This design comes from an exercise in tuning for small area, a short achievable clock period and few clock cycles on the open sky130 flow, not from production work. At most, simulation tests tie the RTL to the original design; equivalence was not proved. Function not checked in runs 1 to 3: the RTL went through the layout flow alone. Power figures rest on the tool's default switching activity, not on a simulated workload.

File: flow/run.sh
#!/bin/bash
# synth_recipe.tcl (not shown) runs the flow's synth.tcl, then flattens the netlist and writes it again
# the make line also repeats each setting of config.mk as NAME=value (left out here)
make -C /OpenROAD-flow-scripts/flow DESIGN_CONFIG=/design/flow/config.mk WORK_HOME=/design/flow/orfs CLKGATE_MAP_FILE= SYNTH_SCRIPT=/design/flow/synth_recipe.tcl finish
File: flow/design.v
module ALU(
    input wire clk,
    input wire rst_n,
    input wire [7:0] A,
    input wire [7:0] B,
    input wire start,
    input wire [2:0] opcode,
    output wire [15:0] result,
    output wire done
);
    reg [15:0] P;        
    reg        busy;     
    reg        done_r;
    reg [2:0]  cnt;
    wire mul  = opcode[2];
    wire zero = ~(|A) | ~(|B);
    wire [7:0] X = busy ? P[15:8] : (mul ? {1'b0, A[7:1] & {7{B[0]}}} : B);
    wire       ysel = busy ? P[0] : (~mul | B[1]);
    wire [7:0] Y = A & {8{ysel}};
    wire [8:0] S = {1'b0, X} + {1'b0, Y};
    always @(posedge clk) begin
        if (busy)
            P <= {S, P[7:1]};
        else if (mul)
            P <= zero ? 16'h0000 : {S, A[0] & B[0], B[7:2]};
        else case (opcode[1:0])
            2'b01:   P <= {7'h00, S};
            2'b10:   P <= {8'h00, X & Y};
            2'b11:   P <= {8'h00, X ^ Y};
            default: P <= 16'h0000;
        endcase
    end
    always @(posedge clk) begin
        if (~rst_n) begin
            busy   <= 1'b0;
            done_r <= 1'b0;
        end else begin
            busy   <= start;
            done_r <= start & (busy ? (mul & (cnt == 3'd5)) : (~mul | zero));
        end
        cnt <= busy ? cnt + 3'd1 : 3'd0;
    end
    assign result = P;
    assign done   = done_r;
endmodule
File: flow/config.mk
export PLATFORM = sky130hd
export DESIGN_NAME = ALU
export DESIGN_NICKNAME = ALU
export VERILOG_FILES = /design/flow/design.v
export SDC_FILE = /design/flow/constraint.sdc
export NUM_CORES = 4
export LEC_CHECK = 0
export ABC_AREA = 1
export CAP_MARGIN = 20
export CORE_MARGIN = 2
export CORE_UTILIZATION = 40
export SLEW_MARGIN = 20
File: flow/constraint.sdc
create_clock -name core_clock -period 5.0 [get_ports {clk}]
set_input_delay 1.0000 -clock core_clock [delete_from_list [all_inputs] [get_ports {clk}]]
set_output_delay 1.0000 -clock core_clock [all_outputs]
set_load 0.01 [all_outputs]
==> flow_summary.yaml, run 1 <==
run_status:
  status: "timing/DRC/antenna clean"
setup_path:
  worstSetupPathType: "in2reg"
  critPathMaxFanout: 5
  crit_slowest_cell: "clkdlybuf4s50_1"
  cp.arrival_ns: 3.27
  startpoint: "opcode[2]"
  cp_cell_sequence: "clkdlybuf4s50_1 > nand2_1 > o311ai_0 > ha_1 > nand2_1 > inv_1 > a21oi_1 > nand3_1 > nand3_1 > nand2_1 > nand2_1 > nand2_1"
  worst_path_largest_cell_delay_ns: 0.64
  timing.critical_path.mode_cell: "nand2_1"
  endpoint: "P[7]$_DFF_P_"
  crit_cells: 12
  critical_path.top_delay_family: "buffers and inverters"
  cp-start-kind: "input port"
  reg2reg_depth: 14
  regToRegStartpoint: "busy$_SDFF_PN0_"
  reg2reg_to: "P[4]$_DFF_P_"
  crit_required_ns: 5.16
  cp-end-kind: "flip-flop"
  cp_num_buf_inv: 2
  rrSetupSlack_ns: 2.52
synth:
  synthCells: 250
  syn_area_per_cell_um2: 6.27
  ys_async_sr_fraction_pct: 0
  yosysWarnings: 1
  netlist_area_mm2: 0.00157
  ys_types: 31
  ys_ff_latch: 21
  synth_nets: 283
  synth_area_leaders: "dfxtp_1 27%, nand2_1 17%, inv_1 9.3%, nand3_1 8.6%, ha_1 8.0%"
  ys_seq_area_share_pct: 26.8
  synth_edf_count: 0
  yosysTopAreaCell: "dfxtp_1"
  synthMostInstantiatedCell: "nand2_1"
  synth_top_area_share_pct: 26.8
  synth-main-ff-cell: "dfxtp_1"
  synth_common_cells: "69 x nand2_1, 39 x inv_1, 27 x nand3_1"
timing:
  worstMarginPinSlew_ns: 0.428
  fmax_mhz: 322
  setup_viol: 0
  tns_ns: 0
  fin_crit_sh_pct: 62.1
  maxSlewHeadroom_pct: 71.1
  skew_ns: 0.00548
  final_hold_viol_count: 0
  maxSlewViolCount: 0
  rsz0062_at_grt: "no"
  fin_crit_ns: 3.11
drt:
  top_layer: "met4"
  first_iter_violations: 160
  routed_wl_mm: 4.38
  dr_wl_met3_um: 182
  post-route-drc-count: 0
  drtPass1Iterations: 4
  vias: 1621
  ant_nets: 0
  wire_per_inst_um: 13.0
  vias_per_cell: 4.81
  wl_met1_mm: 2.27
  wl_met2_mm: 1.89
clocking:
  cts_buffers: 3
  hold_buffers: 0
  root_buffer: "clkbuf_8"
  path_clk_slew_ns: 0.08
  insertion_delay_ns: 0.26
  clock-sinks: 21
  cts_resized: 0
  htree_levels: 1
  postCtsSetupBuffers: 0
  clockBufferDepth: 2
  cts_tree: "yes"
power:
  p_leak_nw: 1.01
  p_per_area_mw_per_mm2: 267
  total_power_w: 0.000544
  vdd_drop_max_mv: 0.111
flow_run:
  drv_cap: 0
global_route:
  grt_remaining_overflow: 0
  grt_pass1_vias: 1611
  grtUsageTotal_pct: 22.4
  grt_first_pass_wirelength_mm: 7.52
  grt_max_degree: 20
  antenna_found_initial: 0
cells_and_area:
  syn_to_final_growth_pct: 29.8
  drive_gt1_share_pct: 7.27
  fillCellCount: 391
  diodes: 0
  nets: 323
worst_hold_path:
  hold_class: "reg2reg"
floorplan:
  rows: 22
  core_mm2: 0.00372
  dieHeight_um: 66.6
  ioPinCount: 39
  dieArea_mm2: 0.00444
  initial_core_util_pct: 42.2
  die_x_um: 66.6
placed_design:
  numPortBuffers: 38
  gp_congestion: 0.884
  dpl.hpwl_mm: 3.62
cell families (layout without fill, tap and decap cells):
family	after synthesis	after routing	share of synthesized area (%)
AND/OR/NAND/NOR	131	131	35.9
buffers and inverters	51	90	12.9
adder cells (fa/ha/maj)	11	11	9.26
XOR/XNOR	3	3	1.68
flip-flops	21	21	26.8
AO/OA/AOI/OAI	33	33	13.4
sequential cells by signal, indices dropped and copies added, names as in the netlist:
signal and flops:
P 16, busy 1, cnt 3, done_r 1
worst min path at each step:
stage                      start           endpoint  slack (ns)  cells past startpoint
4_1_cts        cnt[0]$_SDFF_PN0_  cnt[0]$_SDFF_PN0_        0.46                      1
3_5_place_dp   cnt[0]$_SDFF_PN0_  cnt[0]$_SDFF_PN0_        0.45                      1
2_1_floorplan  cnt[0]$_SDFF_PN0_  cnt[0]$_SDFF_PN0_        0.42                      1
6_report       cnt[0]$_SDFF_PN0_  cnt[0]$_SDFF_PN0_        0.46                      1
5_1_grt        cnt[0]$_SDFF_PN0_  cnt[0]$_SDFF_PN0_        0.47                      1
3_3_place_gp   cnt[0]$_SDFF_PN0_  cnt[0]$_SDFF_PN0_        0.44                      1
power by group:
group          total [W]  internal [W]  leakage, nW  switching [W]
combinational   0.000228      0.000105        0.808       0.000123
clock           0.000113     0.0000568       0.0228      0.0000557
sequential      0.000204      0.000192        0.175      0.0000122
total           0.000544      0.000354         1.01       0.000191
per-layer routing:
| metal | global-route usage [%] | up-vias |
|---|---|---|
| met5 | 0 | - |
| met4 | 4.59 | 0 |
| met3 | 2.87 | 2 |
| met2 | 36.1 | 33 |
| met1 | 31.8 | 710 |
| li1 | - | 876 |
through the flow:
step           setup slack, ns  util, %  cells  instance area (um^2)  hold WS (ns)
2_1_floorplan             2.43        -    250                  1570         0.421
3_3_place_gp              1.68     53.6    333                  1990         0.437
3_5_place_dp              1.63     53.6    333                  1990         0.448
4_1_cts                   1.90     54.8    337                  2040         0.463
5_1_grt                   1.61     54.8    337                  2040         0.472
6_report                  1.89     54.8    337                  2040         0.455
cell usage in the layout, fill, tap and decap left out, types with 2 or more instances in the layout:
cell type	instances
nor3_1	2
o211ai_1	5
o21ai_0	7
inv_1	39
a21oi_1	7
nand3_1	27
nor2_2	2
o21ai_1	4
ha_1	10
nand4_1	3
nand2_2	3
dfxtp_1	21
clkdlybuf4s50_1	38
inv_2	7
a22oi_1	3
nand2_1	69
nor2_1	23
nor2_4	2
clkbuf_8	3
xnor2_1	2
final cells by class:
class | instances | area, um^2 | share of cell area (%)
Multi-Input combinational cell | 178 | 945 | 46.4
Sequential cell | 21 | 420 | 20.7
Timing Repair Buffer | 39 | 388 | 19.1
Inverter | 47 | 178 | 8.73
Tap cell | 48 | 60.1 | 2.95
Clock buffer | 4 | 45.0 | 2.21
==> inputs of run 2 (changes only) <==
--- a/flow/config.mk
+++ b/flow/config.mk
@@ -9,4 +9,5 @@
 export CAP_MARGIN = 20
 export CORE_MARGIN = 2
 export CORE_UTILIZATION = 40
+export SETUP_SLACK_MARGIN = 2.5
 export SLEW_MARGIN = 20
==> run 2 against run 1 <==
Compared with the run above: sequential power increased by 2%; combinational power increased by 28%; via count increased by 9.3%; clock skew decreased by 0.0026 ns; largest power group unchanged; flip-flop and latch count unchanged; clock-buffer cell count unchanged; still clean; highest routed layer unchanged; critical path depth increased by 1.
==> flow_summary.yaml, run 2 <==
drt:
  vias: 1772
  routed_wl_mm: 4.97
  drtPass1Iterations: 4
  vias_per_cell: 5.03
  wire_per_inst_um: 14.1
  first_iter_violations: 151
  post-route-drc-count: 0
  ant_nets: 0
synth:
  yosysWarnings: 1
  synth_area_leaders: "dfxtp_1 27%, nand2_1 17%, inv_1 9.3%, nand3_1 8.6%, ha_1 8.0%"
  yosysTopAreaCell: "dfxtp_1"
  ys_types: 31
  netlist_area_mm2: 0.00157
  ys_seq_area_share_pct: 26.8
  ys_async_sr_fraction_pct: 0
  synth_nets: 283
  ys_ff_latch: 21
  synthCells: 250
  synthMostInstantiatedCell: "nand2_1"
  synth-main-ff-cell: "dfxtp_1"
  synth_top_area_share_pct: 26.8
  synth_edf_count: 0
  syn_area_per_cell_um2: 6.27
  synth_common_cells: "69 x nand2_1, 39 x inv_1, 27 x nand3_1"
setup_path:
  critPathMaxFanout: 5
  worst_path_largest_cell_delay_ns: 0.44
  cp.arrival_ns: 2.66
  cp_cell_sequence: "buf_12 > inv_4 > o21ai_2 > o21ai_1 > ha_2 > fa_2 > nand2_2 > nand2_2 > nand2_2 > nand2_2 > o21bai_1 > nand2_1 > nand3_1"
  timing.critical_path.mode_cell: "nand2_2"
  cp-start-kind: "input port"
  worstSetupPathType: "in2reg"
  crit_slowest_cell: "fa_2"
  cp-end-kind: "flip-flop"
  crit_required_ns: 5.21
floorplan:
  dieHeight_um: 66.6
  die_x_um: 66.6
  initial_core_util_pct: 42.2
  dieArea_mm2: 0.00444
  rows: 22
  core_mm2: 0.00372
  ioPinCount: 39
global_route:
  grt_remaining_overflow: 0
  grt_pass1_vias: 1676
  antenna_found_initial: 0
  grt_first_pass_wirelength_mm: 7.98
  grt_max_degree: 20
  grtUsageTotal_pct: 24.1
placed_design:
  numPortBuffers: 38
  dpl.hpwl_mm: 3.77
  gp_congestion: 0.866
clocking:
  htree_levels: 1
  insertion_delay_ns: 0.27
  root_buffer: "clkbuf_8"
  path_clk_slew_ns: 0.08
  hold_buffers: 0
  clockBufferDepth: 2
  cts_buffers: 3
  cts_tree: "yes"
  clock-sinks: 21
cells_and_area:
  largest_register_ff_count: 16
  nets: 338
  diodes: 0
  largest_register: "P"
  top_regs: "P x16, cnt x3"
  fillCellCount: 368
  most-common-layout-cells: "58 x nand2_1, 31 x inv_1, 24 x nand3_1"
  syn_to_final_growth_pct: 46.6
  final_common_cell: "nand2_1"
  final_core_util_pct: 61.9
  drive_gt1_share_pct: 25.7
power:
  p_per_area_mw_per_mm2: 267
  p_leak_nw: 1.13
  vdd_drop_max_mv: 0.164
flow_run:
  drv_cap: 0
timing:
  maxSlewViolCount: 0
  worstMarginPinSlew_ns: 0.357
  final_hold_viol_count: 0
  fmax_mhz: 408
  setup_viol: 0
  skew_ns: 0.00285
  fin_crit_ns: 2.45
  rsz0062_at_grt: "no"
  tns_ns: 0
  fin_crit_sh_pct: 49.0
  maxSlewHeadroom_pct: 76.1
worst_hold_path:
  hold_class: "reg2reg"
run_status:
  status: "timing/DRC/antenna clean"
-- run 2: worst max-delay path, delay by kind of cell --
kind / cells / cell delay [ns]
simple gates: 6 / 0.46
buf+inv: 2 / 0.14
compound gates: 3 / 0.41
fa+ha+maj: 2 / 0.65
-- run 2: cell families (layout without fill, tap and decap cells) --
group,after synthesis,after routing,synth area share (%)
and+or+nand+nor,131,131,35.9
DFF,21,21,26.8
buffers and inverters,51,105,12.9
adders and majority gates,11,11,9.26
xor gates and xnor gates,3,3,1.68
AOI/OAI and AO/OA,33,33,13.4
-- run 2: stage by stage --
step           area, um^2  power (W)  setup slack, ns  hold WS [ns]  cells
2_1_floorplan        1570   0.000340             2.51         0.421    250
3_3_place_gp         1990   0.000439             1.60         0.438    332
3_5_place_dp         1990   0.000437             1.60         0.448    332
4_1_cts              2170   0.000579             2.52         0.463    347
5_1_grt              2300   0.000655             2.49         0.474    352
6_report             2300   0.000614             2.55         0.460    352
-- run 2: power breakdown --
group	internal, W	switching [W]
sequential	0.000191	0.0000166
clock	0.0000570	0.0000587
combinational	0.000144	0.000146
total	0.000393	0.000222
-- run 2: metal layers --
metal  GRT usage (%)  part of all wire (%)  vias to the layer above
met5               0                     0                        -
met4            5.36                   1.4                        0
met1            32.6                    45                      797
met3            3.38                   6.4                        8
met2            40.4                    47                       65
li1                -                     -                      902
-- run 2: final timing paths --
kind                     startpoint                end  slack, ns  cells past startpoint
setup reg to reg    busy$_SDFF_PN0_       P[4]$_DFF_P_       2.72                     13
hold reg to reg   cnt[0]$_SDFF_PN0_  cnt[0]$_SDFF_PN0_       0.46                      1
hold / removal    cnt[0]$_SDFF_PN0_  cnt[0]$_SDFF_PN0_       0.46                      1
setup / recovery          opcode[2]       P[4]$_DFF_P_       2.55                     13
-- run 2: what timing repair did --
item,in CTS,in global routing
resized for setup,53,33
setup endpoints to repair,16,12
hold endpoints to repair,0,0
setup buffers,11,5
pin swaps,30,29
-- run 2: cell type report --
type | instances | area [um^2] | share of cell area (%)
multi-input cells | 178 | 1080 | 46.9
inverters | 47 | 188 | 8.17
flip-flops and latches | 21 | 424 | 18.5
well taps | 48 | 60.1 | 2.61
repair buffers | 54 | 503 | 21.9
clock buffers | 4 | 45.0 | 1.96
==> inputs of run 3 (changes only) <==
--- a/flow/config.mk
+++ b/flow/config.mk
@@ -9,5 +9,5 @@
 export CAP_MARGIN = 20
 export CORE_MARGIN = 2
 export CORE_UTILIZATION = 40
-export SETUP_SLACK_MARGIN = 2.5
+export SETUP_SLACK_MARGIN = 3.0
 export SLEW_MARGIN = 20
==> run 3 against run 2 <==
Compared with the run above: still clean; worst hold slack about the same; setup slack worse by 0.042 ns; synthesized cell count unchanged; first-iteration DRC count down 37%; clock power about the same; die area unchanged; area after synthesis unchanged; global-route usage up 0.72 points; flip-flop and latch count unchanged; sequential power down 2%; final area up 0.11%; highest routed layer unchanged.
==> flow_summary.yaml, run 3 <==
global_route:
  grtUsageTotal_pct: 24.8
  busiest_layer: "met2"
  use_met1_pct: 31.5
  grt_remaining_overflow: 0
  grt_max_degree: 20
  globalRouteMet3Util_pct: 3.72
  grt_pass1_vias: 1744
  grt_first_pass_wirelength_mm: 8.25
  antenna_found_initial: 0
  grt_use_met2_pct: 43.4
drt:
  ant_nets: 0
  first_iter_violations: 95
  vias_per_cell: 5.15
  drtPass1Iterations: 4
  post-route-drc-count: 0
  vias: 1822
  wire_per_inst_um: 14.8
  routed_wl_mm: 5.25
setup_path:
  regToRegStartpoint: "busy$_SDFF_PN0_"
  reg2reg_to: "P[2]$_DFF_P_"
  critPathMaxFanout: 5
  crit_required_ns: 5.21
  cp.arrival_ns: 2.70
  crit_cells: 11
  timing.critical_path.mode_cell: "o21ai_1"
  cp-start-kind: "input port"
  crit_slowest_cell: "fa_2"
  rrSetupSlack_ns: 2.61
  worst_path_largest_cell_delay_ns: 0.42
  cp_num_buf_inv: 3
  critical_path.top_delay_family: "compound AO/OA/AOI/OAI gates"
  cp-end-kind: "flip-flop"
  reg2reg_depth: 11
  cp_cell_sequence: "buf_12 > inv_2 > o21ai_2 > o21ai_1 > ha_2 > fa_2 > buf_6 > xnor2_2 > o211ai_1 > a21boi_1 > o21ai_1"
  worstSetupPathType: "in2reg"
synth:
  yosysTopAreaCell: "dfxtp_1"
  ys_ff_latch: 21
  netlist_area_mm2: 0.00157
  syn_area_per_cell_um2: 6.27
  synth_top_area_share_pct: 26.8
  ys_async_sr_fraction_pct: 0
  ys_types: 31
  ys_seq_area_share_pct: 26.8
  synth_edf_count: 0
  yosysWarnings: 1
  synth_area_leaders: "dfxtp_1 27%, nand2_1 17%, inv_1 9.3%, nand3_1 8.6%, ha_1 8.0%"
  synth-main-ff-cell: "dfxtp_1"
  synthMostInstantiatedCell: "nand2_1"
  synthCells: 250
  synth_common_cells: "69 x nand2_1, 39 x inv_1, 27 x nand3_1"
  synth_nets: 283
timing:
  final_hold_viol_count: 0
  maxSlewHeadroom_pct: 75.4
  tns_ns: 0
  fin_crit_sh_pct: 49.8
  skew_ns: 0.00315
  setup_viol: 0
  hold_ws_ns: 0.460
  rsz0062_at_grt: "yes"
  worstMarginPinSlew_ns: 0.369
  fmax_mhz: 401
  fin_crit_ns: 2.49
  maxSlewViolCount: 0
clocking:
  path_clk_slew_ns: 0.09
  cts_buffers: 3
  hold_buffers: 0
  htree_levels: 1
  cts_tree: "yes"
  clockBufferDepth: 2
  root_buffer: "clkbuf_8"
  clock-sinks: 21
  insertion_delay_ns: 0.27
placed_design:
  dp_cells: 333
  gp_congestion: 0.916
  place_area_mm2: 0.00204
  numPortBuffers: 38
  dpl.hpwl_mm: 3.92
cells_and_area:
  fillCellCount: 372
  drive_gt1_share_pct: 25.5
  syn_to_final_growth_pct: 46.8
  final_common_cell: "nand2_1"
  most-common-layout-cells: "58 x nand2_1, 32 x inv_1, 30 x dlygate4sd2_1"
  largest_register_ff_count: 16
  multi_input_area_mm2: 0.00107
  diodes: 0
  fin_cells: 354
  final_core_util_pct: 61.9
  largest_register: "P"
  top_regs: "P x16, cnt x3"
  nets: 340
  fin_area_mm2: 0.00230
  register_area_um2: 420
floorplan:
  dieArea_mm2: 0.00444
  rows: 22
  core_mm2: 0.00372
  die_x_um: 66.6
  dieHeight_um: 66.6
  ioPinCount: 39
  initial_core_util_pct: 42.2
power:
  seq_power_share_pct: 34.1
  vdd_drop_max_mv: 0.149
  netSwitchingPower_w: 0.000228
  p_int_w: 0.000369
  clockPowerShare_pct: 19.9
  p_per_area_mw_per_mm2: 260
  p_leak_nw: 1.21
  power_frac_comb_pct: 46.0
  sw_frac_of_total_pct: 38.3
run_status:
  status: "timing/DRC/antenna clean"
flow_run:
  drv_cap: 0
worst_hold_path:
  hp-start: "cnt[0]$_SDFF_PN0_"
  hold_depth: 1
  hold_class: "reg2reg"
  hold_path_end: "cnt[0]$_SDFF_PN0_"
[run 3: worst max-delay path by stage]
stage	from	to	slack, ns
final	opcode[2]	P[2]$_DFF_P_	2.51
after global routing	opcode[2]	P[7]$_DFF_P_	2.43
after CTS	B[1]	P[4]$_DFF_P_	2.59
after detailed placement	opcode[2]	P[4]$_DFF_P_	1.62
after global placement	opcode[2]	P[4]$_DFF_P_	1.60
after floorplan	B[1]	P[4]$_DFF_P_	2.59
[run 3: layer usage]
metal  up-vias  routed length [um]
met2        62                2550
met4         0                  95
met3         8                 304
li1        909                   -
met5         -                   0
met1       843                2300
[run 3: layout make-up]
class	instances	share of cell area [%]
clock inverters	1	0.218
clock buffers	3	1.79
inverters	47	8.48
well taps	48	2.61
repair buffers	56	21.9
multi-input cells	178	46.7
flip-flops and latches	21	18.3
[run 3: kinds of logic (layout without fill, tap and decap cells)]
kind of cell               after synthesis  in the layout  share of synthesized area, %
buffers and inverters                   51            107                          12.9
adders and majority gates               11             11                          9.26
and+or+nand+nor                        131            131                          35.9
xor gates and xnor gates                 3              3                          1.68
AOI/OAI and AO/OA                       33             33                          13.4
DFF                                     21             21                          26.8
[run 3: what timing repair did]
item / in CTS / in global routing
gates resized for setup: 81 / 21
setup buffers: 13 / 4
cloned: 0 / 0
endpoints found under the setup margin: 34 / 16
pin swaps: 42 / 22
[run 3: through the flow]
stage,worst slack [ns],power (W)
floorplan,2.59,0.000345
global placement,1.60,0.000448
detailed placement,1.62,0.000445
CTS,2.59,0.000575
global route,2.43,0.000634
finish,2.51,0.000597
[run 3: power groups by stage]
stage	Combinational [W]	Sequential [W]	Clock, W
detailed placement	0.000237	0.000209	0
CTS	0.000250	0.000204	0.000120
finish	0.000275	0.000204	0.000119
global placement	0.000239	0.000209	0
floorplan	0.000126	0.000218	0
global route	0.000300	0.000206	0.000127
==> inputs of run 4 (changes only) <==
--- a/flow/design.v
+++ b/flow/design.v
@@ -14,15 +14,14 @@
     reg [2:0]  cnt;
     wire mul  = opcode[2];
     wire zero = ~(|A) | ~(|B);
-    wire [7:0] X = busy ? P[15:8] : (mul ? {1'b0, A[7:1] & {7{B[0]}}} : B);
-    wire       ysel = busy ? P[0] : (~mul | B[1]);
-    wire [7:0] Y = A & {8{ysel}};
+    wire [7:0] X = busy ? P[15:8] : B;
+    wire [7:0] Y = A & {8{~busy | P[0]}};
     wire [8:0] S = {1'b0, X} + {1'b0, Y};
     always @(posedge clk) begin
         if (busy)
             P <= {S, P[7:1]};
         else if (mul)
-            P <= zero ? 16'h0000 : {S, A[0] & B[0], B[7:2]};
+            P <= zero ? 16'h0000 : {1'b0, A & {8{B[0]}}, B[7:1]};
         else case (opcode[1:0])
             2'b01:   P <= {7'h00, S};
             2'b10:   P <= {8'h00, X & Y};
@@ -36,7 +35,7 @@
             done_r <= 1'b0;
         end else begin
             busy   <= start;
-            done_r <= start & (busy ? (mul & (cnt == 3'd5)) : (~mul | zero));
+            done_r <= start & (busy ? (mul & (cnt == 3'd6)) : (~mul | zero));
         end
         cnt <= busy ? cnt + 3'd1 : 3'd0;
     end
==> flow/flow/run.sh (new file) <==
#!/bin/bash
# The standard layout, with the port buffers made from small buffers
# (sky130_fd_sc_hd__buf_2) instead of the delay buffers buffer_ports picks.
set -euo pipefail
export BUFFER_PORTS_ARGS="-buffer_cell sky130_fd_sc_hd__buf_2"
export ADDER_MAP_FILE=
bash standard.sh > standard.log 2>&1
==> flow/standard.sh (new file) <==
#!/bin/bash
# synth_recipe.tcl (not shown) runs the flow's synth.tcl, then flattens the netlist and writes it again
# the make line also repeats each setting of config.mk as NAME=value (left out here)
make -C /OpenROAD-flow-scripts/flow DESIGN_CONFIG=/design/flow/config.mk WORK_HOME=/design/flow/orfs CLKGATE_MAP_FILE= SYNTH_SCRIPT=/design/flow/synth_recipe.tcl "${@:-finish}"
--- a/flow/config.mk
+++ b/flow/config.mk
@@ -9,5 +9,5 @@
 export CAP_MARGIN = 20
 export CORE_MARGIN = 2
 export CORE_UTILIZATION = 40
-export SETUP_SLACK_MARGIN = 3.0
+export SETUP_SLACK_MARGIN = 2.75
 export SLEW_MARGIN = 20
removed: flow/run.sh
==> run 4 against run 3 <==
Compared with the run above: global-route usage is 3.1 points lower; total power shrank 15%; flip-flop and latch count unchanged; utilization fell by 11 points; setup slack gained 0.37 ns; still clean on timing, DRC and antenna; clock power shrank 4%; critical path type unchanged; largest cell class unchanged.
==> flow_summary.yaml, run 4 <==
run_status:
  status: "timing/DRC/antenna clean"
worst_hold_path:
  hold_class: "reg2reg"
  hp-start: "cnt[0]$_SDFF_PN0_"
synth:
  synth_common_cells: "98 x nand2_1, 41 x inv_1, 22 x nor2_1"
  netlist_area_mm2: 0.00162
  synth_area_leaders: "dfxtp_1 26%, nand2_1 23%, inv_1 9.5%, nand3_1 6.2%, nor2_1 5.1%"
  ys_ff_latch: 21
  syn_area_per_cell_um2: 5.78
  synth_edf_count: 0
  synthMostInstantiatedCell: "nand2_1"
  ys_types: 29
  synth_nets: 302
  ys_async_sr_fraction_pct: 0
  synth_top_area_share_pct: 26.0
  synthCells: 280
  yosysWarnings: 1
  ys_seq_area_share_pct: 26.0
  synth-main-ff-cell: "dfxtp_1"
  yosysTopAreaCell: "dfxtp_1"
drt:
  drtPass1Iterations: 4
  vias_per_cell: 5.05
  ant_nets: 0
  post-route-drc-count: 0
  vias: 1870
  wire_per_inst_um: 13.2
  first_iter_violations: 115
  routed_wl_mm: 4.90
clocking:
  root_buffer: "clkbuf_8"
  insertion_delay_ns: 0.26
  clock-sinks: 21
  path_clk_slew_ns: 0.08
  clockBufferDepth: 2
  htree_levels: 1
  cts_buffers: 3
  hold_buffers: 0
  cts_tree: "yes"
timing:
  rsz0062_at_grt: "no"
  tns_ns: 0
  fin_ws_ns: 2.88
  maxSlewViolCount: 0
  fmax_mhz: 471
  fin_crit_ns: 2.12
  skew_ns: 0.00337
  maxSlewHeadroom_pct: 53.6
  fin_crit_sh_pct: 42.5
  setup_viol: 0
  hold_ws_ns: 0.465
  final_hold_viol_count: 0
  worstMarginPinSlew_ns: 0.691
floorplan:
  initial_core_util_pct: 41.1
  dieHeight_um: 67.6
  die_x_um: 67.6
  rows: 23
  ioPinCount: 39
  dieArea_mm2: 0.00457
  core_mm2: 0.00394
cells_and_area:
  syn_to_final_growth_pct: 23.0
  nets: 343
  diodes: 0
  final_common_cell: "nand2_1"
  drive_gt1_share_pct: 25.3
  largest_register_ff_count: 16
  final_core_util_pct: 50.5
  most-common-layout-cells: "92 x nand2_1, 41 x inv_1, 38 x buf_2"
  largest_register: "P"
  top_regs: "P x16, cnt x3"
power:
  seq_power_share_pct: 38.3
  p_per_area_mw_per_mm2: 255
  p_int_w: 0.000313
  power_frac_comb_pct: 39.3
  netSwitchingPower_w: 0.000195
  p_leak_nw: 1.07
  vdd_drop_max_mv: 0.151
  clockPowerShare_pct: 22.5
  sw_frac_of_total_pct: 38.4
setup_path:
  startpoint: "B[4]"
  cp.arrival_ns: 2.26
  regToRegStartpoint: "busy$_SDFF_PN0_"
  crit_required_ns: 5.14
  critPathMaxFanout: 3
  cp-start-kind: "input port"
  worstSetupPathType: "in2reg"
  cp-end-kind: "flip-flop"
global_route:
  antenna_found_initial: 0
  grt_first_pass_wirelength_mm: 7.45
  grt_pass1_vias: 1636
  grtUsageTotal_pct: 21.7
  grt_remaining_overflow: 0
  grt_max_degree: 33
placed_design:
  dpl.hpwl_mm: 3.86
  gp_congestion: 0.928
  place_ws_ns: 2.41
  numPortBuffers: 38
flow_run:
  drv_cap: 0
==> run 4: cell families after synthesis <==
group,synth area share (%)
simple gates,43.0
buf+inv,12.5
compound gates,15.3
flops,26.0
xor+xnor,3.17
==> run 4: what timing repair did <==
action	4_1_cts	5_1_grt
resized for setup	3	20
setup buffers	1	2
endpoints found under the setup margin	9	13
pin swaps	2	4
==> run 4: area by class of cell <==
class                   instances  area [um^2]
well taps                      50         62.6
clock buffers                   3         41.3
repair buffers                 42          224
fillers                       441         1950
flip-flops and latches         21          420
inverters                      43          166
clock inverters                 1         5.00
multi-input cells             210         1070
==> run 4: final timing paths <==
kind                                     endpoint  slack, ns  cells after the start
worst min-delay path            cnt[0]$_SDFF_PN0_       0.47                      1
worst max register to register       P[2]$_DFF_P_       2.96                     11
worst min register to register  cnt[0]$_SDFF_PN0_       0.47                      1
worst max-delay path                 P[8]$_DFF_P_       2.88                     11
==> run 4: critical path, stage by stage <==
cell and delay (ns):
buf_2 0.11, inv_1 0.08, nand2_1 0.06, nand2_1 0.12, nor2_1 0.09, a21oi_1 0.13
inv_1 0.06, nor2_1 0.08, nand2_1 0.09, a31oi_1 0.31, o211ai_1 0.14
==> run 4: layer usage <==
layer	global-route usage (%)	up-vias	routed length [um]
met1	31.0	843	2370
met2	34.1	57	2220
met4	4.85	0	67
met5	0	-	0
met3	3.67	6	241
li1	-	964	-
==> run 4: per-stage QoR <==
stage               area [um^2]  cells  total power (W)
detailed placement         1840    363         0.000376
finish                     1990    370         0.000507
floorplan                  1620    280         0.000320
global route               1990    370         0.000537
CTS                        1900    368         0.000492
global placement           1840    363         0.000378
==> run 4: power by group through the flow <==
stage	Combinational (W)	Clock, W	Sequential (W)
after floorplan	0.000115	0	0.000205
after global placement	0.000180	0	0.000197
after detailed placement	0.000179	0	0.000198
after CTS	0.000184	0.000114	0.000194
after global routing	0.000220	0.000120	0.000196
final	0.000199	0.000114	0.000194
Testbench counts of run 4, summed over its fixed seeds: cycles 19,103.

-- port drivers added, routing unchanged --
The flow's constraints put no driver on any port. The routed layouts listed below were extracted and timed again, unchanged, in two steps.
Step 1 assumes that a clkbuf_16 drives the clock port and a buf_2 every other input.
Step 2 adds t to the input delays and takes it off the output delays; t is the mean of the earliest and latest rising clock arrival at the registers after step 1. Input paths then give back, and output paths get back, about the clock's delay inside the block.
a / b / c = ideal / step 1 / step 2; a / b = the first two.
| run | t (ns) | slack for setup (ns) | slew at the worst register clock pin (ns) | worst slew at a driven data input, ns | cell pins on the clock port's net |
|---|---|---|---|---|---|
| run 1 | 0.283 | 1.894 / 1.894 / 1.610 | 0.08 / 0.08 | 0.04 | 1 |
| run 2 | 0.290 | 2.550 / 2.514 / 2.223 | 0.08 / 0.08 | 0.06 | 1 |
| run 3 | 0.293 | 2.508 / 2.463 / 2.170 | 0.09 / 0.09 | 0.07 | 1 |
| run 4 | 0.285 | 2.876 / 2.879 / 2.594 | 0.08 / 0.08 | 0.04 | 1 |
After both steps setup and hold are still met in every run listed. The setup slack of run 3, which loses most, moves by -0.045 ns with the drivers and by -0.338 ns with both steps.
